From an optimization exercise on the open Yosys and OpenROAD flow, aimed at small area; shortcuts taken in it are not production practice.
At most, simulation tests tie the RTL to the original design; equivalence was not proved.
The RTL of run 6 was laid out without a check of its function.
The clock input has no modelled driver; a real chip could not lean on it and would need a root buffer or a full tree.
No activity file was given, so power comes from the tool's default toggle rates.

==> flow/design.v <==
`timescale 1 ps / 1 ps
module arbitor (
    input      clk,
    input      rst,
    input      link_initialized,
    input      iotx_tvalid,
    input      event_in_0,
    input      event_in_1,
    input      event_in_2,
    input      event_in_3,
    input      event_in_4,
    input      event_in_5,
    input      event_in_6,
    input      event_in_7,
    input      event_in_8,
    output     event_out_0,
    output     event_out_1,
    output     event_out_2,
    output     event_out_3,
    output     event_out_4,
    output     event_out_5,
    output     event_out_6,
    output     event_out_7,
    output     event_out_8
);
    reg  [3:0] q [0:8];    
    reg  [3:0] o_s;        
    reg  [7:0] flag;       
    reg        pop;        
    reg        dec;        
    wire [3:0] o = o_s ^ 4'd14;
    wire ready = ~(o[3] & o[1] & ~o[0]);
    wire [8:0] ev  = {event_in_8, event_in_7, event_in_6, event_in_5, event_in_4,
                      event_in_3, event_in_2, event_in_1, event_in_0};
    wire [8:0] act = ev | {1'b0, flag};
    wire [8:0] higher;
    assign higher[8] = 1'b0;
    genvar k;
    generate
        for (k = 7; k >= 0; k = k - 1) begin : g_hi
            assign higher[k] = higher[k+1] | act[k+1];
        end
    endgenerate
    wire any = higher[0] | act[0];
    wire [3:0] code;
    assign code[3] = act[8];
    assign code[2] = higher[3] & ~act[8];
    assign code[1] = higher[5] & ~act[8] | higher[1] & ~higher[3];
    assign code[0] = act[7] & ~act[8] | act[5] & ~higher[5] | act[3] & ~higher[3] | act[1] & ~higher[1];
    wire busy    = higher[5] | ev[5] | (|act[4:0]);
    wire empty   = o[3] & o[1];    
    wire replay  = ~iotx_tvalid & ~busy & ~pop & ~empty;
    wire full    = o[3] & ~o[1];
    wire blocked = replay & (o[3] | o[2] & o[1] & o[0]);    
    wire accept  = ready & any & ~blocked;
    always @(posedge clk) begin
        if (accept) begin
            q[0] <= code;
            q[1] <= q[0];
            q[2] <= q[1];
            q[3] <= q[2];
            q[4] <= q[3];
            q[5] <= q[4];
            q[6] <= q[5];
            q[7] <= q[6];
            q[8] <= q[7];
        end
    end
    always @(posedge clk or posedge rst) begin
        if (rst) begin
            o_s   <= 4'd0;
            flag  <= 8'd0;
            pop   <= 1'b0;
            dec   <= 1'b0;
        end else begin
            flag[4:0] <= {5{ready}} & act[4:0] & higher[4:0];
            flag[7:6] <= {2{ready}} & act[7:6] & higher[7:6];
            flag[5]   <= ready & act[5] & higher[5] | blocked & flag[5];
            pop <= replay;
            dec <= replay & ~accept;
            if (accept & ~dec & ~full | ~ready & link_initialized)
                o_s <= (o + 4'd1) ^ 4'd14;
            else if (dec & ~accept)
                o_s <= (o - 4'd1) ^ 4'd14;
        end
    end
    reg [3:0] head;
    always @* begin
        case (o[2:0])
            3'd0: head = q[0];
            3'd1: head = q[1];
            3'd2: head = q[2];
            3'd3: head = q[3];
            3'd4: head = q[4];
            3'd5: head = q[5];
            3'd6: head = q[6];
            default: head = q[7];
        endcase
        if (o[3])
            head = q[8];
    end
    assign event_out_0 = pop & (head == 4'd0);
    assign event_out_1 = pop & (head[2:0] == 3'd1);
    assign event_out_2 = pop & (head[2:0] == 3'd2);
    assign event_out_3 = pop & (head[2:0] == 3'd3);
    assign event_out_4 = pop & (head[2:0] == 3'd4);
    assign event_out_5 = pop & (head[2:0] == 3'd5);
    assign event_out_6 = pop & (head[2:0] == 3'd6);
    assign event_out_7 = pop & (head[2:0] == 3'd7);
    assign event_out_8 = pop & head[3];
endmodule
==> flow/flow/run.sh <==
#!/bin/bash
# Standard ORFS layout with these changes:
#  - ports are buffered with the smallest buffer (buf_1);
#  - after floorplan, the logic between registers is re-synthesised for area
#    with OpenROAD's restructure (registers untouched) and cells are sized
#    down; the later timing repair sizes up whatever needs it;
#  - after CTS, the clock tree's dummy loads and its root buffer are removed
#    (the clock port then drives the four leaf clock buffers), and leaf
#    buffers are sized down where the estimated clock slew stays low.
set -euo pipefail
here=$(pwd)
mkdir -p $here/rmp
export RMP_WORK_DIR=$here/rmp
export BUFFER_PORTS_ARGS="-buffer_cell sky130_fd_sc_hd__buf_1"
export POST_FLOORPLAN_TCL=$here/flow/post_floorplan.tcl
export POST_CTS_TCL=$here/flow/post_cts.tcl
export TRIM_CLOCK_PORT=clk
export SHRINK_CELLS="sky130_fd_sc_hd__clkbuf_4"
export SHRINK_MAX_SLEW=0.110
bash standard.sh > $here/standard.log 2>&1
==> flow/flow/downsize.tcl <==
# Size every cell down to the smallest-area cell of the same family
# (same function and pins, e.g. nor4_4 -> nor4_1).
set dont_use $::env(DONT_USE_CELLS)
set n 0
foreach inst [get_cells *] {
  set master [get_property $inst ref_name]
  if {![regexp {^(sky130_fd_sc_hd__[a-z0-9]+)_([0-9]+)$} $master -> base drive]} { continue }
  set best $master
  set best_area [get_property [get_lib_cells */$master] area]
  foreach cand [get_lib_cells */${base}_*] {
    set cn [get_name $cand]
    if {![regexp "^${base}_\[0-9\]+\$" $cn]} { continue }
    if {[lsearch -exact $dont_use $cn] >= 0} { continue }
    set a [get_property $cand area]
    if {$a < $best_area} { set best $cn; set best_area $a }
  }
  if {$best ne $master} {
    puts "downsize [get_name $inst]: $master -> $best"
    replace_cell $inst [get_lib_cells */$best]
    incr n
  }
}
puts "downsized $n cells"
==> flow/flow/post_cts.tcl <==
set block [ord::get_db_block]
set port_net [[$block findBTerm $::env(TRIM_CLOCK_PORT)] getNet]
set todo [list $port_net]
set removed 0
while {[llength $todo] > 0} {
  set net [lindex $todo 0]
  set todo [lrange $todo 1 end]
  foreach it [$net getITerms] {
    if {[$it isOutputSignal]} { continue }
    set inst [$it getInst]
    set m [[$inst getMaster] getName]
    set driven {}
    foreach o [$inst getITerms] {
      if {[$o isOutputSignal] && [$o getNet] ne "NULL"} { lappend driven [$o getNet] }
    }
    if {![[$inst getMaster] isSequential] && [llength $driven] == 0} {
      puts "trim clock tree: remove dummy load [$inst getName] ($m)"
      odb::dbInst_destroy $inst
      incr removed
    } elseif {[string match "*clkbuf*" $m]} {
      lappend todo {*}$driven
    }
  }
}
set loads {}
foreach it [$port_net getITerms] { lappend loads $it }
if {[llength $loads] == 1} {
  set root [[lindex $loads 0] getInst]
  set rm [[$root getMaster] getName]
  set out_net ""
  foreach o [$root getITerms] {
    if {[$o isOutputSignal]} { set out_net [$o getNet] }
  }
  if {[string match "*clkbuf*" $rm] && $out_net ne "" && $out_net ne "NULL"} {
    set leaves [$out_net getITerms]
    set ok 1
    set n 0
    foreach it $leaves {
      if {[$it isOutputSignal]} { continue }
      incr n
      if {![string match "*clkbuf*" [[[$it getInst] getMaster] getName]]} { set ok 0 }
    }
    if {$ok && $n <= 4} {
      foreach it $leaves {
        if {[$it isOutputSignal]} { continue }
        $it disconnect
        $it connect $port_net
      }
      puts "trim clock tree: remove root buffer [$root getName] ($rm), port now drives $n buffers"
      odb::dbInst_destroy $root
      odb::dbNet_destroy $out_net
      incr removed
    }
  }
}
puts "trim clock tree: removed $removed cells"

# then size the leaf clock buffers down where the clock slew allows
source [file join [file dirname [info script]] shrink_leaves.tcl]
==> flow/flow/post_floorplan.tcl <==
set here [file dirname [info script]]
source [file join $here downsize.tcl]
report_design_area
# restructure maps with every cell of the liberty file it is given, so give it
# a copy without the platform's don't-use cells
set rmp_lib $::env(RMP_WORK_DIR)/trimmed.lib
exec python3 [file join $here trim_lib.py] [lindex $::env(LIB_FILES) 0] $rmp_lib {*}$::env(DONT_USE_CELLS)
set_dont_use $::env(DONT_USE_CELLS)
restructure -liberty_file $rmp_lib -target area \
  -tielo_port [join $::env(TIELO_CELL_AND_PORT) /] \
  -tiehi_port [join $::env(TIEHI_CELL_AND_PORT) /] \
  -work_dir $::env(RMP_WORK_DIR) -abc_logfile $::env(RMP_WORK_DIR)/abc.log
report_design_area
restructure -liberty_file $rmp_lib -target area \
  -tielo_port [join $::env(TIELO_CELL_AND_PORT) /] \
  -tiehi_port [join $::env(TIEHI_CELL_AND_PORT) /] \
  -work_dir $::env(RMP_WORK_DIR) -abc_logfile $::env(RMP_WORK_DIR)/abc.log
report_design_area
source [file join $here downsize.tcl]
report_design_area
==> flow/flow/shrink_leaves.tcl <==
estimate_parasitics -placement
set block [ord::get_db_block]
set port_net [[$block findBTerm $::env(TRIM_CLOCK_PORT)] getNet]
set cands $::env(SHRINK_CELLS)
proc leaf_slew {inst} {
  set w 0
  foreach o [$inst getITerms] {
    if {![$o isOutputSignal] || [$o getNet] eq "NULL"} { continue }
    foreach it [[$o getNet] getITerms] {
      if {[$it isOutputSignal]} { continue }
      set p [get_pins [[$it getInst] getName]/[[$it getMTerm] getName]]
      set s [get_property $p slew_max]
      if {$s > $w} { set w $s }
    }
  }
  return $w
}
foreach it [$port_net getITerms] {
  if {[$it isOutputSignal]} { continue }
  set inst [$it getInst]
  set orig [[$inst getMaster] getName]
  if {![string match "*clkbuf*" $orig]} { continue }
  set cell [get_cells [$inst getName]]
  set best $orig
  foreach c $cands {
    replace_cell $cell [get_lib_cells */$c]
    estimate_parasitics -placement
    set s [leaf_slew $inst]
    puts "shrink leaves: [$inst getName] as $c: slew $s"
    if {$s <= $::env(SHRINK_MAX_SLEW)} { set best $c; break }
  }
  replace_cell $cell [get_lib_cells */$best]
  puts "shrink leaves: [$inst getName] $orig -> $best"
}
estimate_parasitics -placement
==> flow/flow/trim_lib.py <==
"""Write a copy of a liberty file without the given cells (brace-matched)."""
import sys
src, dst, *drop = sys.argv[1:]
drop = set(drop)
t = open(src).read()
out = []
i = 0
key = 'cell ("'
while True:
    j = t.find(key, i)
    if j < 0:
        out.append(t[i:])
        break
    name = t[j + len(key):t.find('"', j + len(key))]
    # find the end of this cell group
    k = t.find('{', j)
    depth = 0
    m = k
    while True:
        c = t[m]
        if c == '{':
            depth += 1
        elif c == '}':
            depth -= 1
            if depth == 0:
                break
        m += 1
    out.append(t[i:j])
    if name not in drop:
        out.append(t[j:m + 1])
    i = m + 1
open(dst, 'w').write(''.join(out))
==> flow/standard.sh <==
#!/bin/bash
# synth_recipe.tcl (not shown) runs the flow's synth.tcl, then flattens the netlist and writes it again
# the make line also repeats each setting of config.mk as NAME=value (left out here)
make -C /OpenROAD-flow-scripts/flow DESIGN_CONFIG=/design/flow/config.mk WORK_HOME=/design/flow/orfs CLKGATE_MAP_FILE= SYNTH_SCRIPT=/design/flow/synth_recipe.tcl "${@:-finish}"
==> flow/config.mk <==
export PLATFORM = sky130hd
export DESIGN_NAME = arbitor
export DESIGN_NICKNAME = arbitor
export VERILOG_FILES = /design/flow/design.v
export SDC_FILE = /design/flow/constraint.sdc
export NUM_CORES = 4
export LEC_CHECK = 0
export CAP_MARGIN = 0
export CORE_MARGIN = 2
export CORE_UTILIZATION = 60
export SLEW_MARGIN = 0
==> flow/constraint.sdc <==
create_clock -name core_clock -period 5.0 [get_ports {clk}]
set_input_delay 1.0000 -clock core_clock [delete_from_list [all_inputs] [get_ports {clk}]]
set_output_delay 1.0000 -clock core_clock [all_outputs]
set_load 0.01 [all_outputs]
==> impl_results.md, run 1 <==
* Status: finished clean
* Final Cycle Share at 80.01%
* Core Area at 3716 um2
* Count leader, synth: edfxtp_1
* P_leak at 0.7794 nW
* Critical path required time at 4.00 ns
* Setup_tns at 0 ns
* Vias in the first global route at 1,377
* Pin count of the biggest net entering global routing at 39
* Hold Crit Class: reg -> reg
* Power per cell area at 639.4 nW/um2
* Post-synthesis cell count at 180
* Achievable Freq at 250.0 MHz
* Synth Flop Type: edfxtp_1
* # IOs at 22
* Via density at 6.016
* Antenna violations before repair at 0
* Slew headroom at 31.30%
* Post-synth top cells: edfxtp_1, nor2_1, dfrtp_1, inv_1, nor3_1
* Crit path max fanout at 9
* Sequential-to-total area share from yosys stat at 60.92%
* Die area at 4433 um2
* Die Width at 66.58 um
* Clock latency on the worst-skew pair at 0.16 ns
* Routed wire length at 4016 um
* Final Hold Violating Endpoints at 0
* Initial DRC Count at 167
* Layout area overhead at -2.290%
* Final setup violation count at 0
* Distinct cells, synth at 47
* Async set-reset flop share out of synthesis at 28.00%
* Hpwl dp at 2916 um
* Total power at 0.001468 W
* Initial Util at 63.23%
* Placed Cells at 242
* Syn Area/Cell at 13.05 um2
* # Max-Cap Violations at 0
* Synth top area cells: edfxtp_1, dfrtp_1, ha_1
* Final nets at 213
* Minimum clock period at 4.001 ns
* Finished Layout Cells at 246
* Setup CP Type: reg -> out
* Placer Congestion at 0.8370
* Grt ovf at 0
* DR WL/cell at 16.33 um
* Synthesized Nets at 200
* Vias at 1,480
* Clock transition at the registers of the reported paths at 0.10 ns
* Layout cells sized above 1 at 2.525%
* # clock sinks at 50
* R2R Setup Slk at 1.67 ns
* Total track usage at 20.04%
* Worst setup SP type: flip-flop
* Final Max Tran Viols at 0
* Port bufs at 21
* Mapped cell area at 2350 um2
* Synth top area share at 46.01%
* Number of cell rows at 22
* Routed Antenna Nets at 0
* Synth warnings at 2
* Largest area contributor in the netlist: edfxtp_1
* RSZ-0062 raised after global routing: no
* First-pass GRT wire length at 6568 um
* Final setup skew at 0.01989 ns
* #FFs+latches synth at 50
* TritonRoute pass-1 iters at 5
* Setup crit end kind: primary output
* Diode count at 0
* Post-synth EDFFs at 36
* CP arrival at 3.00 ns
* # DRC at 0
* IR Drop Worst-Case VDD at 313.3 uV
* Die H at 66.58 um
* Worst Tran Pin Value at 1.023 ns
-- final timing paths --
kind | from | depth (start not counted) | to
min in group asynchronous | rst | 2 | flag[2]$_DFF_PP0_
worst max register to register | o_s[0]$_DFFE_PP0P_ | 10 | o_s[2]$_DFFE_PP0P_
worst max-delay path | o_s[0]$_DFFE_PP0P_ | 8 | event_out_0
max in group asynchronous | rst | 2 | o_s[3]$_DFFE_PP0P_
worst min-delay path | q[4][3]$_DFFE_PP_ | 0 | q[5][3]$_DFFE_PP_
worst min register to register | q[4][3]$_DFFE_PP_ | 0 | q[5][3]$_DFFE_PP_
-- placed cells by master (no fill, tap or decap), types with 4 or more instances in the layout --
cell / n
nor2_1: 27
a21oi_1: 5
nand3_1: 6
o22ai_1: 7
o21ai_0: 5
nor3_1: 5
nand2_1: 8
o22a_1: 4
a222oi_1: 6
clkinv_1: 22
edfxtp_1: 36
dfrtp_1: 14
buf_1: 21
-- per-stage QoR --
| stage | hold WS [ns] | util (%) | setup slack (ns) | instance area (um2) |
|---|---|---|---|---|
| 6_report | 0.4550 | 61.78 | 0.9995 | 2296 |
| 5_1_grt | 0.4673 | 61.78 | 0.7747 | 2296 |
| 3_5_place_dp | 0.4340 | 60.64 | 1.241 | 2253 |
| 3_3_place_gp | 0.4328 | 60.64 | 1.289 | 2253 |
| 2_1_floorplan | 0.4187 | - | 1.800 | 2350 |
-- per-layer routing --
layer / track usage, % / share of wire [%] / vias up
met5: 0 / 0 / -
met3: 4.561 / 5.7 / 3
li1: - / - / 706
met2: 32.88 / 50 / 50
met4: 4.592 / 0.72 / 0
met1: 27.42 / 44 / 721
-- flip-flops by register name, summed over array words and instances (netlist names) --
register / count
o_s: 4
q: 36
pop: 1
flag: 8
dec: 1
-- logic make-up after synthesis --
| logic type | share of synthesized area [%] |
|---|---|
| DFF | 60.92 |
| and+or+nand+nor | 13.10 |
| adders and majority gates | 3.727 |
| buffers and inverters | 3.035 |
| muxes | 3.354 |
| AOI/OAI and AO/OA | 15.12 |
| xor gates and xnor gates | 0.7456 |
-- worst max-delay path, cell delays in order, from the launching register on --
cell and delay [ns]:
dfrtp_1 0.43, clkinv_1 0.16, nor2_1 0.55, clkinv_1 0.28, or3_1 0.36, a32oi_1 0.43, clkinv_1 0.24, nor3b_1 0.22
buf_1 0.17
-- layout make-up --
class / instances / area [um2]
clock buffers: 4 / 42.54
fillers: 315 / 1420
multi-input cells: 101 / 600.6
repair buffers: 21 / 78.83
inverters: 22 / 82.58
flip-flops and latches: 50 / 1431
well taps: 48 / 60.06
-- report_power, final --
| part | switching [W] | internal (W) | total, W |
|---|---|---|---|
| registers | 0.000121 | 0.000707 | 0.000829 |
| logic | 0.000309 | 0.000180 | 0.000489 |
| clock network | 0.0000942 | 0.0000561 | 0.000150 |
==> run 2: changes to the inputs <==
--- a/flow/design.v
+++ b/flow/design.v
@@ -66,16 +66,17 @@
             q[8] <= q[7];
         end
     end
+    always @(posedge clk) begin
+        flag[4:0] <= {5{ready}} & act[4:0] & higher[4:0];
+        flag[7:6] <= {2{ready}} & act[7:6] & higher[7:6];
+        flag[5]   <= ready & act[5] & higher[5] | blocked & flag[5];
+    end
     always @(posedge clk or posedge rst) begin
         if (rst) begin
             o_s   <= 4'd0;
-            flag  <= 8'd0;
             pop   <= 1'b0;
             dec   <= 1'b0;
         end else begin
-            flag[4:0] <= {5{ready}} & act[4:0] & higher[4:0];
-            flag[7:6] <= {2{ready}} & act[7:6] & higher[7:6];
-            flag[5]   <= ready & act[5] & higher[5] | blocked & flag[5];
             pop <= replay;
             dec <= replay & ~accept;
             if (accept & ~dec & ~full | ~ready & link_initialized)
--- a/flow/config.mk
+++ b/flow/config.mk
@@ -5,6 +5,7 @@
 export SDC_FILE = /design/flow/constraint.sdc
 export NUM_CORES = 4
 export LEC_CHECK = 0
+export ABC_AREA = 1
 export CAP_MARGIN = 0
 export CORE_MARGIN = 2
 export CORE_UTILIZATION = 60
==> run 2 against run 1 <==
Compared with the run above: highest routed layer unchanged; core utilization shrank 4.9 points; combinational power is 5.5% lower; design area is 1.5% lower; setup slack better by 0.17 ns; worst hold slack gained 0.0037 ns; critical path type unchanged; critical path depth increased by 2; flip-flop and latch count unchanged; clock skew decreased by 0.0050 ns; count of clock-buffer cells in the layout unchanged; die area is 4.6% higher; largest power group unchanged.
==> impl_results.md, run 2 <==
* Critical path required time at 4.00 ns (about the same)
* Routed wire length at 4346 um (+8.2%)
* Hpwl dp at 3161 um (+8.4%)
* Largest area contributor in the netlist: edfxtp_1
* Synth warnings at 2 (unchanged)
* Slew headroom at 57.71% (+26 points)
* Power per cell area at 644.9 nW/um2 (+0.86%)
* Initial Util at 62.07% (-1.2 points)
* Final nets at 213 (unchanged)
* Setup CP Type: reg -> out
* Setup_tns at 0 ns (unchanged)
* Port bufs at 21 (unchanged)
* Pin count of the biggest net entering global routing at 40 (+2.6%)
* Synth Flop Type: edfxtp_1
* Clock latency on the worst-skew pair at 0.15 ns (about the same)
* Placer Congestion at 0.8813 (+5.3%)
* Count leader, synth: nand2_1
* Antenna violations before repair at 0 (unchanged)
* Fin Hold WS at 0.4587 ns (+0.003714 ns)
* Worst r2r path cells at 13 (+3)
* Vias in the first global route at 1,471 (+6.8%)
* Grt ovf at 0 (unchanged)
* CP arrival at 2.83 ns (-0.17 ns)
* #FFs+latches synth at 50 (unchanged)
* Achievable Freq at 260.8 MHz (+4.4%)
* Minimum clock period at 3.834 ns (-0.1669 ns)
* Final Cycle Share at 76.67% (-3.3 points)
* Post-synth top cells: nand2_1, edfxtp_1, nor2_1, inv_1, nand3_1
* IR Drop Worst-Case VDD at 272.8 uV (-13%)
* Distinct cells, synth at 33 (-30%)
* Post-layout util at 56.93% (-4.9 points)
* Diode count at 0 (unchanged)
* Total power at 0.001458 W (-0.68%)
* Total track usage at 21.12% (+1.1 points)
* R2R Setup Slk at 1.57 ns (-0.10 ns)
* Syn Area/Cell at 9.704 um2 (-26%)
* Final Max Tran Viols at 0 (unchanged)
* Most frequent cells in the layout: edfxtp_1, nor2_1, buf_1, clkinv_1, a21oi_1
* First-pass GRT wire length at 7058 um (+7.5%)
* Number of cell rows at 23 (+4.5%)
* Via density at 6.000 (-0.27%)
* Synth top area cells: edfxtp_1, nand2_1, dfxtp_1
* Final Hold Violating Endpoints at 0 (unchanged)
* Async set-reset flop share out of synthesis at 12.00% (-16 points)
* Layout cells sized above 1 at 3.535% (+1.0 points)
* Final setup violation count at 0 (unchanged)
* TritonRoute pass-1 iters at 5 (unchanged)
* DR WL/cell at 17.52 um (+7.3%)
* Routed Antenna Nets at 0 (unchanged)
* Mapped cell area at 2465 um2 (+4.9%)
* RSZ-0062 raised after global routing: no
* Worst Tran Pin Value at 0.6296 ns (-0.3931 ns)
* Largest Register: q
* Die area at 4637 um2 (+4.6%)
* Initial DRC Count at 151 (-9.6%)
* P_leak at 0.7695 nW (-1.3%)
* Crit path from: o_s[0]$_DFFE_PP0P_
* Post-synth EDFFs at 36 (unchanged)
* Status: finished clean
* Placed Area at 2212 um2 (-1.8%)
* Largest registers: q x36, flag x8, o_s x4
* Vias at 1,488 (+0.54%)
* Synth top area share at 43.86% (-2.1 points)
* Worst setup SP type: flip-flop
* Clock transition at the registers of the reported paths at 0.08 ns (-0.02 ns)
* Die Width at 68.10 um (+2.3%)
* # clock sinks at 50 (unchanged)
* Origin of the critical flop-to-flop path: o_s[0]$_DFFE_PP0P_
* # DRC at 0 (unchanged)
* Core Area at 3971 um2 (+6.9%)
* Commonest non-fill, non-tap cell in the layout: edfxtp_1
* Crit path max fanout at 11 (+2)
* CP endpoint: event_out_7
* Max reg flops at 36 (unchanged)
* Final setup skew at 0.01485 ns (-0.005043 ns)
* Post-layout instance area at 2261 um2 (-1.5%)
* # Max-Cap Violations at 0 (unchanged)
* Synthesized Nets at 274 (+37%)
* RR Endpoint: o_s[2]$_DFFE_PP0P_
* Layout area overhead at -8.274%
* Sequential-to-total area share from yosys stat at 56.45% (-4.5 points)
* Setup crit end kind: primary output
* Hold Crit Class: reg -> reg
* # IOs at 22 (unchanged)
* Die H at 68.10 um (+2.3%)
* Post-synthesis cell count at 254 (+41%)
## run 2: cell count changes after synthesis, sizes merged, moves of 4 or more
cell	previous run	this run
nor3	8	2
dfrtp	14	6
inv	10	34
dfxtp	0	8
a222oi	6	0
nand2	6	68
mux2	4	0
a31oi	4	0
nand3	2	23
and2	4	0
nor2	18	40
nor4	6	0
## run 2: cell type report
type,count,area [um2]
fill,350,1710
tap,50,62.56
clock buffer,4,48.80
sequential,50,1391
timing repair buffer,23,93.84
inverter,18,67.56
multi-input combinational,103,596.8
## run 2: kinds of logic (layout without fill, tap and decap cells)
logic type,count (synthesis),count (layout),synth area share (%)
simple gates,142,55,28.88
flops,50,50,56.45
buf+inv,36,45,6.193
compound gates,17,47,4.214
fa+ha+maj,7,0,3.553
xor+xnor,2,1,0.7108
## run 2: critical path, stage by stage, from the launching register on
cell and delay (ns):
dfrtp_1 0.57, clkinv_1 0.22, nor2_1 0.20, clkinv_1 0.14
nor2_1 0.46, a21oi_1 0.15, a31oi_1 0.29, clkinv_1 0.14
or2_0 0.24, nor2_1 0.12, buf_1 0.16
## run 2: worst min-delay path by stage
stage | slack (ns) | startpoint | cells past startpoint | endpoint
5_1_grt | 0.47 | q[1][3]$_DFFE_PP_ | 0 | q[2][3]$_DFFE_PP_
3_3_place_gp | 0.43 | q[1][3]$_DFFE_PP_ | 0 | q[2][3]$_DFFE_PP_
3_5_place_dp | 0.44 | q[1][3]$_DFFE_PP_ | 0 | q[2][3]$_DFFE_PP_
2_1_floorplan | 0.42 | q[7][0]$_DFFE_PP_ | 0 | q[8][0]$_DFFE_PP_
6_report | 0.46 | q[7][0]$_DFFE_PP_ | 0 | q[8][0]$_DFFE_PP_
## run 2: through the flow
stage,cells,setup WS [ns]
final,248,1.166
after global routing,248,0.8072
after detailed placement,244,1.044
after global placement,244,1.279
after floorplan,254,2.164
## run 2: power breakdown
group,total (W),internal [W],switching (W)
clock,0.000161,0.0000648,0.0000964
combinational,0.000462,0.000165,0.000297
sequential,0.000835,0.000701,0.000134
total,0.00146,0.000930,0.000528
## run 2: metal layers
metal  part of all wire (%)  up-vias  global-route usage [%]
met4                    1.6        0                   8.500
met1                     42      720                   28.02
met5                      0        -                       0
met3                    6.2        8                   4.112
li1                       -      701                       -
met2                     50       59                   34.22
==> run 3: changes to the inputs <==
--- a/flow/design.v
+++ b/flow/design.v
@@ -70,18 +70,17 @@
         flag[4:0] <= {5{ready}} & act[4:0] & higher[4:0];
         flag[7:6] <= {2{ready}} & act[7:6] & higher[7:6];
         flag[5]   <= ready & act[5] & higher[5] | blocked & flag[5];
+        dec       <= replay & ~accept;
     end
     always @(posedge clk or posedge rst) begin
         if (rst) begin
             o_s   <= 4'd0;
             pop   <= 1'b0;
-            dec   <= 1'b0;
         end else begin
             pop <= replay;
-            dec <= replay & ~accept;
             if (accept & ~dec & ~full | ~ready & link_initialized)
                 o_s <= (o + 4'd1) ^ 4'd14;
-            else if (dec & ~accept)
+            else if (dec & ~accept & ~empty)
                 o_s <= (o - 4'd1) ^ 4'd14;
         end
     end
==> run 3 against run 2 <==
Compared with the run above: sequential share of layout area grew 0.33 points; final cell count shrank 0.81%; largest cell class unchanged; combinational power grew 3%; maximum frequency grew 0.98%; critical path type unchanged.
==> impl_results.md, run 3 <==
* Final Hold Violating Endpoints at 0 (unchanged)
* Worst path buffer plus inverter count at 3 (-1)
* Setup CP Type: reg -> out
* Initial Util at 63.74% (+1.7 points)
* First-pass GRT wire length at 6465 um (-8.4%)
* Slew headroom at 36.33% (-21 points)
* Die area at 4466 um2 (-3.7%)
* Seq pwr share at 57.1% (-0.2 points)
* Layout area overhead at -5.388%
* Final setup skew at 0.02106 ns (+0.006209 ns)
* Clock latency on the worst-skew pair at 0.16 ns (about the same)
* Comb pwr share at 32.1% (+0.4 points)
* Async set-reset flop share out of synthesis at 10.00% (-2.0 points)
* P_leak at 0.7550 nW (-1.9%)
* CP Cell Sequence: clkinv_1, nand2_1, clkinv_1, a222oi_1, o2111ai_1, o21ai_0, nand2_1, nor3b_1, buf_1
* Slowest CP cell: dfrtp_1
* Post-synth EDFFs at 36 (unchanged)
* Vias at 1,442 (-3.1%)
* Final setup violation count at 0 (unchanged)
* Power per cell area at 662.3 nW/um2 (+2.7%)
* Synth top area share at 45.64% (+1.8 points)
* Worst r2r path cells at 10 (-3)
* Largest registers: q x36, flag x8, o_s x4
* # Max-Cap Violations at 0 (unchanged)
* Minimum clock period at 3.796 ns (-0.03721 ns)
* Placer Congestion at 0.7717 (-12%)
* Sequential-to-total area share from yosys stat at 58.53% (+2.1 points)
* Post-synth top cells: nand2_1, edfxtp_1, nor2_1, inv_1, nand3_1
* Largest Register: q
* Internal power at 0.0009510 W (+2.2%)
* DR WL/cell at 16.23 um (-7.4%)
* Via density at 5.862 (-2.3%)
* WHS Path Cells at 0 (unchanged)
* Net switching power at 0.0005333 W (+1.1%)
* Finished Layout Cells at 246 (-0.81%)
* Number of cell rows at 22 (-4.3%)
* Hold Crit Class: reg -> reg
* Achievable Freq at 263.4 MHz (+0.98%)
* Diode count at 0 (unchanged)
* Origin of the critical flop-to-flop path: flag[2]$_DFF_P_
* Pin count of the biggest net entering global routing at 38 (-5.0%)
* Switching Fraction at 35.93% (-0.26 points)
* Syn Area/Cell at 9.747 um2 (+0.44%)
* # clock sinks at 50 (unchanged)
* # IOs at 22 (unchanged)
* Synth top area cells: edfxtp_1, nand2_1, dfxtp_1
* RR Endpoint: o_s[3]$_DFFE_PP0P_
* Synthesized Nets at 263 (-4.0%)
* Clk network pwr share at 10.8% (-0.3 points)
* Setup_tns at 0 ns (unchanged)
* Critical path depth in cells at 9 (-1)
* Worst Hold Endpoint: q[4][2]$_DFFE_PP_
* Hpwl dp at 2886 um (-8.7%)
* Crit path max fanout at 14 (+3)
* Total power at 0.001484 W (+1.8%)
* Mapped cell area at 2369 um2 (-3.9%)
* CP arrival at 2.80 ns (-0.03 ns)
* Setup crit end kind: primary output
* Routed wire length at 3992 um (-8.1%)
* Max reg flops at 36 (unchanged)
* Die Width at 66.83 um (-1.9%)
* Final Cycle Share at 75.93% (-0.74 points)
* #FFs+latches synth at 50 (unchanged)
* Count leader, synth: nand2_1
* Port bufs at 21 (unchanged)
* Critical path required time at 4.00 ns (about the same)
* Grt ovf at 0 (unchanged)
* Vias in the first global route at 1,367 (-7.1%)
* Synth warnings at 2 (unchanged)
* Most frequent cells in the layout: edfxtp_1, nor2_1, buf_1, clkinv_1, nand2_1
* Initial DRC Count at 200 (+32%)
* Die H at 66.83 um (-1.9%)
* TritonRoute pass-1 iters at 5 (unchanged)
* Worst hold start: q[3][2]$_DFFE_PP_
* Post-synthesis cell count at 243 (-4.3%)
* Layout cells sized above 1 at 2.525% (-1.0 points)
* # DRC at 0 (unchanged)
* Status: finished clean
* Commonest non-fill, non-tap cell in the layout: edfxtp_1
* R2R Setup Slk at 2.02 ns (+0.45 ns)
* Fill count at 317 (-9.4%)
* RSZ-0062 raised after global routing: no
* Routed Antenna Nets at 0 (unchanged)
* Final nets at 213 (unchanged)
* Distinct cells, synth at 31 (-6.1%)
* Synth Flop Type: edfxtp_1
* Final Max Tran Viols at 0 (unchanged)
* Crit-path leading delay family: compound AO/OA/AOI/OAI gates
* Antenna violations before repair at 0 (unchanged)
* Delay of the slowest critical-path stage at 0.46 ns (-0.11 ns)
* Clock transition at the registers of the reported paths at 0.09 ns (about the same)
* Core Area at 3716 um2 (-6.4%)
* IR Drop Worst-Case VDD at 358.1 uV (+31%)
* Worst setup SP type: flip-flop
* Total track usage at 19.98% (-1.1 points)
* Worst Tran Pin Value at 0.9478 ns (+0.3182 ns)
* Largest area contributor in the netlist: edfxtp_1
* Fin Hold WS at 0.4414 ns (-0.01731 ns)
* Placed Cells at 242 (-0.82%)
-- run 3: cell count changes after synthesis, moves of 4 or more --
| cell | change |
|---|---|
| nand2_1 | -8 |
| o21ai_0 | +4 |
| nand3_1 | +5 |
| inv_2 | -5 |
| nor2_1 | +4 |
| nand4_1 | +4 |
-- run 3: final cells by class --
class | count | area (um2) | area share [%]
sequential | 50 | 1386 | 61.86
multi-input combinational | 102 | 584.3 | 26.07
timing repair buffer | 22 | 86.33 | 3.853
inverter | 20 | 75.07 | 3.350
tap | 48 | 60.06 | 2.680
clock buffer | 4 | 48.80 | 2.178
-- run 3: worst reg2reg max path, cell delays in order, from the launching register on --
cell	delay, ns
dfxtp_1	0.30
or2_0	0.23
nor3_1	0.28
nand3_1	0.15
nor4b_1	0.48
o21ai_0	0.29
and3_1	0.25
a22oi_1	0.21
clkinv_1	0.18
a222oi_1	0.40
clkinv_1	0.11
-- run 3: power groups by stage --
stage | combinational [W] | sequential (W) | clock, W
2_1_floorplan | 0.000472 | 0.000809 | 0
3_3_place_gp | 0.000459 | 0.000851 | 0
3_5_place_dp | 0.000468 | 0.000854 | 0
5_1_grt | 0.000530 | 0.000874 | 0.000181
6_report | 0.000477 | 0.000848 | 0.000160
-- run 3: cells by family after synthesis --
| group | after synthesis | synth area share, % |
|---|---|---|
| XOR/XNOR | 2 | 0.7397 |
| flip-flops | 50 | 58.53 |
| buffers and inverters | 32 | 5.229 |
| AND/OR/NAND/NOR | 138 | 28.47 |
| AO/OA/AOI/OAI | 14 | 3.328 |
| adder cells (fa/ha/maj) | 7 | 3.698 |
-- run 3: metal layers --
layer / wire length, um / vias to the layer above / track usage [%]
met5: 0 / - / 0
met3: 217 / 4 / 4.730
met4: 40 / 0 / 4.847
li1: - / 704 / -
met1: 1786 / 683 / 27.25
met2: 1947 / 51 / 32.50
-- run 3: worst max path at each step --
stage	from	to	slack (ns)
floorplan	event_in_2	q[0][0]$_DFFE_PP_	1.55
global placement	event_in_2	o_s[2]$_DFFE_PP0P_	1.29
detailed placement	event_in_2	o_s[2]$_DFFE_PP0P_	1.31
global route	o_s[2]$_DFFE_PP0P_	event_out_0	1.00
finish	o_s[2]$_DFFE_PP0P_	event_out_0	1.20
-- run 3: through the flow --
step	util, %	instance area, um2	worst slack [ns]
finish	60.30	2241	1.204
global route	60.30	2241	1.003
detailed placement	58.99	2192	1.307
global placement	58.99	2192	1.291
floorplan	-	2369	1.548
==> run 4: changes to the inputs <==
--- a/flow/design.v
+++ b/flow/design.v
@@ -24,11 +24,10 @@
     output     event_out_8
 );
     reg  [3:0] q [0:8];    
-    reg  [3:0] o_s;        
+    reg  [3:0] o;          
     reg  [7:0] flag;       
     reg        pop;        
     reg        dec;        
-    wire [3:0] o = o_s ^ 4'd14;
     wire ready = ~(o[3] & o[1] & ~o[0]);
     wire [8:0] ev  = {event_in_8, event_in_7, event_in_6, event_in_5, event_in_4,
                       event_in_3, event_in_2, event_in_1, event_in_0};
@@ -74,14 +73,14 @@
     end
     always @(posedge clk or posedge rst) begin
         if (rst) begin
-            o_s   <= 4'd0;
+            o     <= 4'd14;
             pop   <= 1'b0;
         end else begin
             pop <= replay;
             if (accept & ~dec & ~full | ~ready & link_initialized)
-                o_s <= (o + 4'd1) ^ 4'd14;
+                o <= o + 4'd1;
             else if (dec & ~accept & ~empty)
-                o_s <= (o - 4'd1) ^ 4'd14;
+                o <= o - 4'd1;
         end
     end
     reg [3:0] head;
--- a/flow/flow/post_floorplan.tcl
+++ b/flow/flow/post_floorplan.tcl
@@ -16,5 +16,10 @@
   -tiehi_port [join $::env(TIEHI_CELL_AND_PORT) /] \
   -work_dir $::env(RMP_WORK_DIR) -abc_logfile $::env(RMP_WORK_DIR)/abc.log
 report_design_area
+restructure -liberty_file $rmp_lib -target area \
+  -tielo_port [join $::env(TIELO_CELL_AND_PORT) /] \
+  -tiehi_port [join $::env(TIEHI_CELL_AND_PORT) /] \
+  -work_dir $::env(RMP_WORK_DIR) -abc_logfile $::env(RMP_WORK_DIR)/abc.log
+report_design_area
 source [file join $here downsize.tcl]
 report_design_area
==> run 4 against run 3 <==
Compared with the run above: still clean; critical path depth shrank 1; flip-flop and latch count is the same; register-to-register slack lost 0.16 ns; critical endpoint is now event_out_7; largest cell class unchanged.
==> impl_results.md, run 4 <==
* Slew headroom at 55.05% (+19 points)
* Achievable Freq at 267.7 MHz (+1.6%)
* Synthesized Nets at 266 (+1.1%)
* Synth warnings at 2 (unchanged)
* Setup_tns at 0 ns (unchanged)
* Initial DRC Count at 147 (-27%)
* Port bufs at 21 (unchanged)
* P_leak at 0.7645 nW (+1.3%)
* Most frequent cells in the layout: edfxtp_1, nor2_1, buf_1, clkinv_1, nor3_1
* # DRC at 0 (unchanged)
* Core Area at 3971 um2 (+6.9%)
* Pin count of the biggest net entering global routing at 37 (-2.6%)
* CP Cell Sequence: clkinv_1, nor3_1, a222oi_1, a21oi_1, o22ai_1, or2_0, nor2_1, buf_1
* Largest Register: q
* Placer Congestion at 0.8227 (+6.6%)
* Synth Flop Type: edfxtp_1
* Antenna violations before repair at 0 (unchanged)
* Number of cell rows at 23 (+4.5%)
* Distinct cells, synth at 34 (+9.7%)
* Hpwl dp at 3114 um (+7.9%)
* Minimum clock period at 3.736 ns (-0.06040 ns)
* Worst r2r path cells at 10 (unchanged)
* Final Cycle Share at 74.72% (-1.2 points)
* Post-synth EDFFs at 36 (unchanged)
* Setup CP Type: reg -> out
* Total track usage at 20.10% (+0.12 points)
* # clock sinks at 50 (unchanged)
* Syn Area/Cell at 9.781 um2 (+0.35%)
* Vias in the first global route at 1,391 (+1.8%)
* Critical path depth in cells at 8 (-1)
* Power per cell area at 691.3 nW/um2 (+4.4%)
* Layout cells sized above 1 at 4.082% (+1.6 points)
* Clock transition at the registers of the reported paths at 0.09 ns (about the same)
* Hold Crit Class: reg -> reg
* CP arrival at 2.74 ns (-0.06 ns)
* First-pass GRT wire length at 6651 um (+2.9%)
* Fill count at 341 (+7.6%)
* Setup crit end kind: primary output
* # Max-Cap Violations at 0 (unchanged)
* Initial Util at 62.07% (-1.7 points)
* RSZ-0062 raised after global routing: no
* Largest area contributor in the netlist: edfxtp_1
* Clock latency on the worst-skew pair at 0.15 ns (about the same)
* DR WL/cell at 17.20 um (+6.0%)
* Fin Hold WS at 0.4534 ns (+0.01204 ns)
* Sequential-to-total area share from yosys stat at 56.40% (-2.1 points)
* Worst setup SP type: flip-flop
* Commonest non-fill, non-tap cell in the layout: edfxtp_1
* # IOs at 22 (unchanged)
* Crit path max fanout at 8 (-6)
* Final Max Tran Viols at 0 (unchanged)
* RR Endpoint: o[1]$_DFFE_PP1P_
* Diode count at 0 (unchanged)
* Die Width at 68.10 um (+1.9%)
* Grt ovf at 0 (unchanged)
* Final Hold Violating Endpoints at 0 (unchanged)
* Slowest CP cell: dfstp_2
* Final nets at 211 (-0.94%)
* CP endpoint: event_out_7
* Vias at 1,434 (-0.55%)
* Count leader, synth: nand2_1
* Via density at 5.829 (-0.55%)
* Max reg flops at 36 (unchanged)
* #FFs+latches synth at 50 (unchanged)
* Routed wire length at 4230 um (+6.0%)
* Largest registers: q x36, flag x8, o x4
* Routed Antenna Nets at 0 (unchanged)
* Die area at 4637 um2 (+3.8%)
* Async set-reset flop share out of synthesis at 10.00% (unchanged)
* Crit path from: o[1]$_DFFE_PP1P_
* IR Drop Worst-Case VDD at 331.7 uV (-7.4%)
* Origin of the critical flop-to-flop path: o[3]$_DFFE_PP1P_
* Synth top area share at 43.86% (-1.8 points)
* Mapped cell area at 2465 um2 (+4.1%)
* Crit-path leading delay family: simple AND/OR/NAND/NOR gates
* Worst Tran Pin Value at 0.6691 ns (-0.2787 ns)
* Status: finished clean
* Post-synthesis cell count at 252 (+3.7%)
* Final setup violation count at 0 (unchanged)
* Layout area overhead at -9.290%
* Final setup skew at 0.01293 ns (-0.008131 ns)
* Critical path required time at 4.00 ns (about the same)
* Die H at 68.10 um (+1.9%)
* Delay of the slowest critical-path stage at 0.61 ns (+0.15 ns)
* Worst path buffer plus inverter count at 2 (-1)
* TritonRoute pass-1 iters at 4 (-1)
* Post-synth top cells: nand2_1, edfxtp_1, inv_1, nor2_1, nand3_1
* R2R Setup Slk at 1.86 ns (-0.16 ns)
* Synth top area cells: edfxtp_1, nand2_1, dfxtp_1
run 4: worst min-delay path by stage:
stage / startpoint / end / slack [ns] / cells after the start
detailed placement: q[3][2]$_DFFE_PP_ / q[4][2]$_DFFE_PP_ / 0.44 / 0
floorplan: q[2][0]$_DFFE_PP_ / q[3][0]$_DFFE_PP_ / 0.43 / 0
global route: q[5][0]$_DFFE_PP_ / q[6][0]$_DFFE_PP_ / 0.48 / 0
finish: q[3][2]$_DFFE_PP_ / q[4][2]$_DFFE_PP_ / 0.45 / 0
global placement: q[4][0]$_DFFE_PP_ / q[5][0]$_DFFE_PP_ / 0.43 / 0
run 4: cell families after synthesis:
logic type                 share of synthesized area (%)
and+or+nand+nor                                    27.77
DFF                                                56.40
buffers and inverters                              7.970
AOI/OAI and AO/OA                                  7.005
xor gates and xnor gates                          0.3554
adders and majority gates                         0.5075
run 4: per-stage QoR:
step | util [%] | cell area, um2 | worst slack [ns] | power [W] | instances
final | 56.30 | 2236 | 1.264 | 0.001546 | 246
after detailed placement | 55.07 | 2187 | 1.213 | 0.001391 | 242
after global routing | 56.30 | 2236 | 0.9737 | 0.001654 | 246
after floorplan | - | 2465 | 2.461 | 0.001333 | 252
after global placement | 55.07 | 2187 | 1.406 | 0.001362 | 242
run 4: final cells by class:
class	count	area [um2]	share of cell area [%]
clock buffer	4	48.80	2.182
inverter	15	56.30	2.518
sequential	50	1390	62.17
multi-input combinational	105	591.8	26.47
timing repair buffer	22	86.33	3.861
tap	50	62.56	2.798
run 4: power breakdown:
part	internal (W)	leakage, nW	total, W	switching [W]
clock	0.0000648	0.0262	0.000162	0.0000972
combinational	0.000193	0.231	0.000529	0.000335
sequential	0.000723	0.507	0.000855	0.000132
run 4: per-layer routing:
| layer | up-vias | GRT usage [%] | routed length [um] |
|---|---|---|---|
| li1 | 704 | - | - |
| met1 | 685 | 26.22 | 1857 |
| met2 | 37 | 32.77 | 2131 |
| met3 | 8 | 5.263 | 184 |
| met4 | 0 | 6.500 | 57 |
| met5 | - | 0 | 0 |
==> run 5: changes to the inputs <==
--- a/flow/flow/post_floorplan.tcl
+++ b/flow/flow/post_floorplan.tcl
@@ -16,10 +16,5 @@
   -tiehi_port [join $::env(TIEHI_CELL_AND_PORT) /] \
   -work_dir $::env(RMP_WORK_DIR) -abc_logfile $::env(RMP_WORK_DIR)/abc.log
 report_design_area
-restructure -liberty_file $rmp_lib -target area \
-  -tielo_port [join $::env(TIELO_CELL_AND_PORT) /] \
-  -tiehi_port [join $::env(TIEHI_CELL_AND_PORT) /] \
-  -work_dir $::env(RMP_WORK_DIR) -abc_logfile $::env(RMP_WORK_DIR)/abc.log
-report_design_area
 source [file join $here downsize.tcl]
 report_design_area
==> run 5 against run 4 <==
Compared with the run above: register-to-register slack lost 0.14 ns; setup slack lost 0.18 ns; critical path depth grew 4; clock power shrank 7%; clock skew grew 0.0072 ns; sequential share of layout area grew 0.10 points; flip-flop and latch count is the same; die area is the same; maximum frequency shrank 4.7%; highest routed layer unchanged.
==> impl_results.md, run 5 <==
* Status: finished clean
* Sequential-to-total area share from yosys stat at 56.40% (unchanged)
* Post-layout instance area at 2232 um2 (-0.17%)
* # Max-Cap Violations at 0 (unchanged)
* Final setup violation count at 0 (unchanged)
* Fill count at 354 (+3.8%)
* Setup_tns at 0 ns (unchanged)
* Crit path max fanout at 5 (-3)
* Achievable Freq at 255.1 MHz (-4.7%)
* Via density at 5.870 (+0.71%)
* Routed Antenna Nets at 0 (unchanged)
* Setup crit end kind: flip-flop
* P_leak at 0.7535 nW (-1.4%)
* Number of cell rows at 23 (unchanged)
* DR WL/cell at 16.45 um (-4.3%)
* Worst Tran Pin Value at 0.6605 ns (-0.008596 ns)
* Synth Flop Type: edfxtp_1
* Antenna violations before repair at 0 (unchanged)
* Layout cells sized above 1 at 4.061% (-0.021 points)
* Die H at 68.10 um (unchanged)
* Minimum clock period at 3.920 ns (+0.1843 ns)
* Distinct cells, synth at 34 (unchanged)
* CP Cell Sequence: buf_1, or2_0, nor3_1, nor4bb_1, o21ai_0, nand3_1, a211oi_1, a21oi_1, clkinv_1, a31oi_1, clkinv_1, o21ai_0
* TritonRoute pass-1 iters at 4 (unchanged)
* Clock transition at the registers of the reported paths at 0.10 ns (about the same)
* Synth warnings at 2 (unchanged)
* Final setup skew at 0.02014 ns (+0.007216 ns)
* Slowest CP cell: nor4bb_1
* Final nets at 212 (+0.47%)
* Diode count at 0 (unchanged)
* RSZ-0062 raised after global routing: no
* Hpwl dp at 2947 um (-5.4%)
* Worst path buffer plus inverter count at 3 (+1)
* Initial DRC Count at 168 (+14%)
* Async set-reset flop share out of synthesis at 10.00% (unchanged)
* Total track usage at 18.94% (-1.2 points)
* Core Area at 3971 um2 (unchanged)
* Worst setup SP type: input port
* CP arrival at 4.01 ns (+1.27 ns)
* Grt ovf at 0 (unchanged)
* Crit-path leading delay family: simple AND/OR/NAND/NOR gates
* Placed Cells at 243 (+0.41%)
* Syn Area/Cell at 9.781 um2 (unchanged)
* Final Max Tran Viols at 0 (unchanged)
* Placer Congestion at 0.8336 (+1.3%)
* # DRC at 0 (unchanged)
* Synthesized Nets at 266 (unchanged)
* Synth top area cells: edfxtp_1, nand2_1, dfxtp_1
* Delay of the slowest critical-path stage at 0.48 ns (-0.13 ns)
* Vias in the first global route at 1,315 (-5.5%)
* Routed wire length at 4063 um (-3.9%)
* Commonest non-fill, non-tap cell in the layout: edfxtp_1
* Vias at 1,450 (+1.1%)
* Placed Area at 2190 um2 (+0.11%)
* Final Cycle Share at 78.41% (+3.7 points)
* Pin count of the biggest net entering global routing at 38 (+2.7%)
* Final Hold Violating Endpoints at 0 (unchanged)
* Die area at 4637 um2 (unchanged)
* Slew headroom at 55.63% (+0.58 points)
* Post-synth top cells: nand2_1, edfxtp_1, inv_1, nor2_1, nand3_1
* # clock sinks at 50 (unchanged)
* Die Width at 68.10 um (unchanged)
* Mapped cell area at 2465 um2 (unchanged)
* Clock latency on the worst-skew pair at 0.16 ns (about the same)
* # IOs at 22 (unchanged)
* Largest registers: q x36, flag x8, o x4
* Largest area contributor in the netlist: edfxtp_1
* Synth top area share at 43.86% (unchanged)
* Finished Layout Cells at 247 (+0.41%)
* #FFs+latches synth at 50 (unchanged)
* Port bufs at 21 (unchanged)
* Post-layout util at 56.21% (-0.094 points)
* IR Drop Worst-Case VDD at 284.4 uV (-14%)
* Most frequent cells in the layout: edfxtp_1, nor2_1, buf_1, clkinv_1, nor3_1
* Critical path required time at 5.09 ns (+1.09 ns)
* Layout area overhead at -9.442%
* Power per cell area at 672.9 nW/um2 (-2.7%)
* Max reg flops at 36 (unchanged)
* Initial Util at 62.07% (unchanged)
* First-pass GRT wire length at 6430 um (-3.3%)
* Post-synthesis cell count at 252 (unchanged)
* Count leader, synth: nand2_1
* Hold Crit Class: reg -> reg
* Largest Register: q
* Setup CP Type: in -> reg
* Post-synth EDFFs at 36 (unchanged)
-- run 5: cell counts after synthesis --
Identical to the previous run, type by type.
-- run 5: worst register-to-register path, delay by kind of cell (launching register included) --
kind,cells,cell delay [ns]
compound gates,5,1.25
simple gates,4,1.22
flops,1,0.30
buf+inv,2,0.46
-- run 5: report_power, final --
part           leakage [nW]  switching (W)  internal [W]
Combinational         0.220       0.000329      0.000182
Sequential            0.510       0.000126      0.000715
Clock                0.0236      0.0000937     0.0000560
Total                 0.753       0.000549      0.000953
-- run 5: area by class of cell --
type | count | area (um2) | share of cell area [%]
repair buffers | 22 | 86.33 | 3.868
flip-flops and latches | 50 | 1390 | 62.28
clock buffers | 4 | 42.54 | 1.906
well taps | 50 | 62.56 | 2.803
inverters | 15 | 56.30 | 2.522
multi-input cells | 106 | 594.3 | 26.63
-- run 5: final timing paths --
path	startpoint	to	slack [ns]	cells after the start
worst max-delay path	event_in_2	o[3]$_DFFE_PP1P_	1.08	12
worst min-delay path	q[6][3]$_DFFE_PP_	q[7][3]$_DFFE_PP_	0.45	0
worst max register to register	flag[2]$_DFF_P_	o[3]$_DFFE_PP1P_	1.72	11
worst min register to register	q[6][3]$_DFFE_PP_	q[7][3]$_DFFE_PP_	0.45	0
max in group asynchronous	rst	o[2]$_DFFE_PP1P_	4.12	2
min in group asynchronous	rst	o[0]$_DFFE_PP0P_	0.66	2
-- run 5: per-layer routing --
layer	wire length, um	vias up	track usage (%)
met1	1857	691	25.77
met4	36	0	5.250
li1	-	704	-
met5	0	-	0
met3	198	6	4.441
met2	1971	49	30.58
-- run 5: logic make-up after synthesis --
family          synth area share [%]
fa+ha+maj                     0.5075
compound gates                 7.005
xor+xnor                      0.3554
buf+inv                        7.970
simple gates                   27.77
flops                          56.40
-- run 5: stage by stage --
step                setup slack (ns)  hold slack, ns  power, W
floorplan                      2.461          0.4264  0.001333
global placement               1.347          0.4312  0.001325
detailed placement             1.046          0.4335  0.001349
global route                  0.7998          0.4605  0.001604
finish                         1.080          0.4476  0.001502
==> run 6: changes to the inputs <==
--- a/flow/design.v
+++ b/flow/design.v
@@ -52,6 +52,13 @@
     wire full    = o[3] & ~o[1];
     wire blocked = replay & (o[3] | o[2] & o[1] & o[0]);    
     wire accept  = ready & any & ~blocked;
+    wire inc = accept & ~dec & ~full | ~ready & link_initialized;
+    wire dn  = dec & ~accept & ~empty;
+    wire [3:0] o_tog;
+    assign o_tog[0] = inc | dn;
+    assign o_tog[1] = inc & o[0] | dn & ~o[0];
+    assign o_tog[2] = inc & o[0] & o[1] | dn & ~o[0] & ~o[1];
+    assign o_tog[3] = inc & o[0] & o[1] & o[2] | dn & ~o[0] & ~o[1] & ~o[2];
     always @(posedge clk) begin
         if (accept) begin
             q[0] <= code;
@@ -77,10 +84,7 @@
             pop   <= 1'b0;
         end else begin
             pop <= replay;
-            if (accept & ~dec & ~full | ~ready & link_initialized)
-                o <= o + 4'd1;
-            else if (dec & ~accept & ~empty)
-                o <= o - 4'd1;
+            o <= o ^ o_tog;
         end
     end
     reg [3:0] head;
==> run 6 against run 5 <==
Compared with the run above: area after synthesis down 2.3%; synthesized cell count fell by 2.0%; core utilization increased by 0.12 points; critical path type is now reg -> out.
==> impl_results.md, run 6 <==
* Status: finished clean
* # DRC at 0 (unchanged)
* Initial DRC Count at 123 (-27%)
* Post-synth top cells: nand2_1, edfxtp_1, nor2_1, inv_1, nand3_1
* Grt ovf at 0 (unchanged)
* Die Width at 67.36 um (-1.1%)
* Die H at 67.36 um (-1.1%)
* Most frequent cells in the layout: edfxtp_1, nor2_1, buf_1, clkinv_1, nor3_1
* Setup_tns at 0 ns (unchanged)
* Distinct cells, synth at 33 (-2.9%)
* P_leak at 0.7390 nW (-1.9%)
* Slew headroom at 53.55% (-2.1 points)
* Vias at 1,397 (-3.7%)
* Minimum clock period at 3.629 ns (-0.2915 ns)
* Via density at 5.797 (-1.3%)
* Mapped cell area at 2409 um2 (-2.3%)
* Sequential-to-total area share from yosys stat at 57.71% (+1.3 points)
* Die area at 4537 um2 (-2.1%)
* Largest area contributor in the netlist: edfxtp_1
* Count leader, synth: nand2_1
* Critical path required time at 4.00 ns (-1.09 ns)
* Crit-path leading delay family: simple AND/OR/NAND/NOR gates
* RR Endpoint: o[2]$_DFF_PP1_
* WHS Path Cells at 0 (unchanged)
* Clock transition at the registers of the reported paths at 0.08 ns (-0.02 ns)
* Synth Flop Type: edfxtp_1
* DR WL/cell at 16.09 um (-2.2%)
* Routed wire length at 3877 um (-4.6%)
* Worst Hold Endpoint: q[4][2]$_DFFE_PP_
* Placer Congestion at 0.8102 (-2.8%)
* Clock latency on the worst-skew pair at 0.16 ns (about the same)
* R2R Setup Slk at 2.04 ns (+0.32 ns)
* Hpwl dp at 2795 um (-5.2%)
* Pin count of the biggest net entering global routing at 40 (+5.3%)
* Async set-reset flop share out of synthesis at 10.00% (unchanged)
* Commonest non-fill, non-tap cell in the layout: edfxtp_1
* Largest registers: q x36, flag x8, o x4
* CP arrival at 2.63 ns (-1.38 ns)
* # Max-Cap Violations at 0 (unchanged)
* Synth top area cells: edfxtp_1, nand2_1, dfxtp_1
* IR Drop Worst-Case VDD at 286.8 uV (+0.84%)
* Post-synthesis cell count at 247 (-2.0%)
* Synth top area share at 44.88% (+1.0 points)
* Fin Hold WS at 0.4441 ns (-0.003494 ns)
* Max reg flops at 36 (unchanged)
* Placed Area at 2172 um2 (-0.80%)
* Power per cell area at 642.1 nW/um2 (-4.6%)
* Core Area at 3943 um2 (-0.72%)
* Routed Antenna Nets at 0 (unchanged)
* Diode count at 0 (unchanged)
* Initial Util at 61.09% (-0.98 points)
* Worst setup SP type: flip-flop
* Achievable Freq at 275.6 MHz (+8.0%)
* Delay of the slowest critical-path stage at 0.60 ns (+0.12 ns)
* Final setup skew at 0.03168 ns (+0.01153 ns)
* Hold Crit Class: reg -> reg
* Final nets at 206 (-2.8%)
* Worst path buffer plus inverter count at 2 (-1)
* Final Hold Violating Endpoints at 0 (unchanged)
* Total power at 0.001426 W (-5.1%)
* # clock sinks at 50 (unchanged)
* First-pass GRT wire length at 6175 um (-4.0%)
* Syn Area/Cell at 9.751 um2 (-0.31%)
* Slowest CP cell: dfstp_2
* Worst hold start: q[3][2]$_DFFE_PP_
* Largest Register: q
* Final Max Tran Viols at 0 (unchanged)
* Final setup violation count at 0 (unchanged)
* TritonRoute pass-1 iters at 5 (+1)
* RSZ-0062 raised after global routing: no
* Post-synth EDFFs at 36 (unchanged)
* Final Cycle Share at 72.58% (-5.8 points)
* Crit path max fanout at 7 (+2)
* Worst Tran Pin Value at 0.6914 ns (+0.03089 ns)
* Synth warnings at 2 (unchanged)
* Antenna violations before repair at 0 (unchanged)
* Post-layout instance area at 2221 um2 (-0.50%)
* #FFs+latches synth at 50 (unchanged)
* Worst r2r path cells at 12 (+1)
* Setup crit end kind: primary output
* Synthesized Nets at 260 (-2.3%)
* Vias in the first global route at 1,284 (-2.4%)
* Number of cell rows at 23 (unchanged)
* Setup CP Type: reg -> out
* Total track usage at 18.42% (-0.52 points)
* # IOs at 22 (unchanged)
* Port bufs at 21 (unchanged)
* Layout cells sized above 1 at 4.712% (+0.65 points)
* Layout area overhead at -7.792%
* CP Cell Sequence: clkinv_1, nor3_1, o2bb2ai_1, a221oi_1, a21oi_1, o22ai_1, or2_0, nor2_1, buf_1
* Origin of the critical flop-to-flop path: flag[2]$_DFF_P_
==> run 6: changes by cell type after synthesis, moves of 2 or more <==
cell,change
nand4_2,+2
nand3_2,-6
o211ai_1,-2
o22ai_1,-2
nor2_1,+2
o2111ai_1,+2
nand2_1,+2
inv_4,+2
inv_1,-6
nand4_1,+2
==> run 6: worst register-to-register path: cells and delay by family (launching register included) <==
family          cells  cell delay [ns]
compound gates      5             1.12
simple gates        5             1.08
flops               1             0.30
buf+inv             1             0.27
xor+xnor            1             0.15
==> run 6: through the flow <==
| step | worst slack, ns | util (%) | std cells |
|---|---|---|---|
| floorplan | 2.463 | - | 247 |
| global placement | 1.476 | 55.09 | 237 |
| detailed placement | 1.247 | 55.09 | 237 |
| global route | 1.023 | 56.33 | 241 |
| finish | 1.371 | 56.33 | 241 |
==> run 6: kinds of logic after synthesis <==
kind of cell,Yosys count,synth area share (%)
buffers and inverters,41,7.532
and+or+nand+nor,138,29.82
AOI/OAI and AO/OA,18,4.935
DFF,50,57.71
==> run 6: report_power, final <==
part           leakage (nW)  total (W)  switching, W  internal (W)
registers             0.509   0.000836      0.000125      0.000711
logic                 0.204   0.000430      0.000265      0.000165
clock network        0.0262   0.000160     0.0000950     0.0000647
==> run 6: how the worst max path moves through the flow <==
| stage | from | to | cells past startpoint |
|---|---|---|---|
| 2_1_floorplan | event_in_5 | q[0][0]$_DFFE_PP_ | 5 |
| 3_3_place_gp | event_in_2 | o[2]$_DFF_PP1_ | 13 |
| 3_5_place_dp | event_in_2 | o[2]$_DFF_PP1_ | 13 |
| 5_1_grt | event_in_2 | o[2]$_DFF_PP1_ | 13 |
| 6_report | o[1]$_DFF_PP1_ | event_out_7 | 9 |
==> run 6: cell type report <==
cell class / instances / area [um2]
well taps: 50 / 62.56
repair buffers: 23 / 93.84
flip-flops and latches: 50 / 1390
inverters: 13 / 48.80
multi-input cells: 101 / 576.8
fillers: 335 / 1722
clock buffers: 4 / 48.80
==> run 6: layer usage <==
metal / global-route usage (%) / vias to the layer above / part of all wire, %
met2: 28.09 / 61 / 46
met1: 26.81 / 654 / 46
met5: 0 / - / 0
met4: 4.592 / 0 / 0.98
met3: 4.333 / 6 / 7.0
li1: - / 676 / -

[afterwards: timing with drivers on the ports]
The flow's constraints put no driver on any port. The routed layouts listed below were extracted and timed again, unchanged, in two steps. Step 1: set_driving_cell puts a clkbuf_16 on clk and a buf_2 on each other input, an assumption about the parent block. Step 2, shift: input delay + t, output delay - t, t = (earliest + latest rising clock arrival at the registers) / 2. This alone moves slack from input paths to output paths. Three values: ideal ports, drivers, drivers and shift; two values: the first two.
| run | t (ns) | setup slack, ns | worst setup path at the end | worst slew at a driven data input, ns | cell pins on the clock port's net |
|---|---|---|---|---|---|
| run 1 | 0.199 | 0.999 / 0.952 / 1.151 | register to output | 0.03 | 4 |
| run 2 | 0.196 | 1.166 / 1.117 / 0.999 | input to register | 0.03 | 4 |
| run 3 | 0.194 | 1.204 / 1.156 / 1.204 | input to register | 0.03 | 4 |
| run 4 | 0.197 | 1.264 / 1.214 / 1.131 | input to register | 0.03 | 4 |
| run 5 | 0.198 | 1.080 / 1.105 / 0.907 | input to register | 0.03 | 4 |
| run 6 | 0.195 | 1.371 / 1.323 / 1.206 | input to register | 0.03 | 4 |
After both steps every run listed still meets setup and hold. For run 5, which loses most, drivers alone change the setup slack by +0.025 ns; drivers and shift together by -0.173 ns.
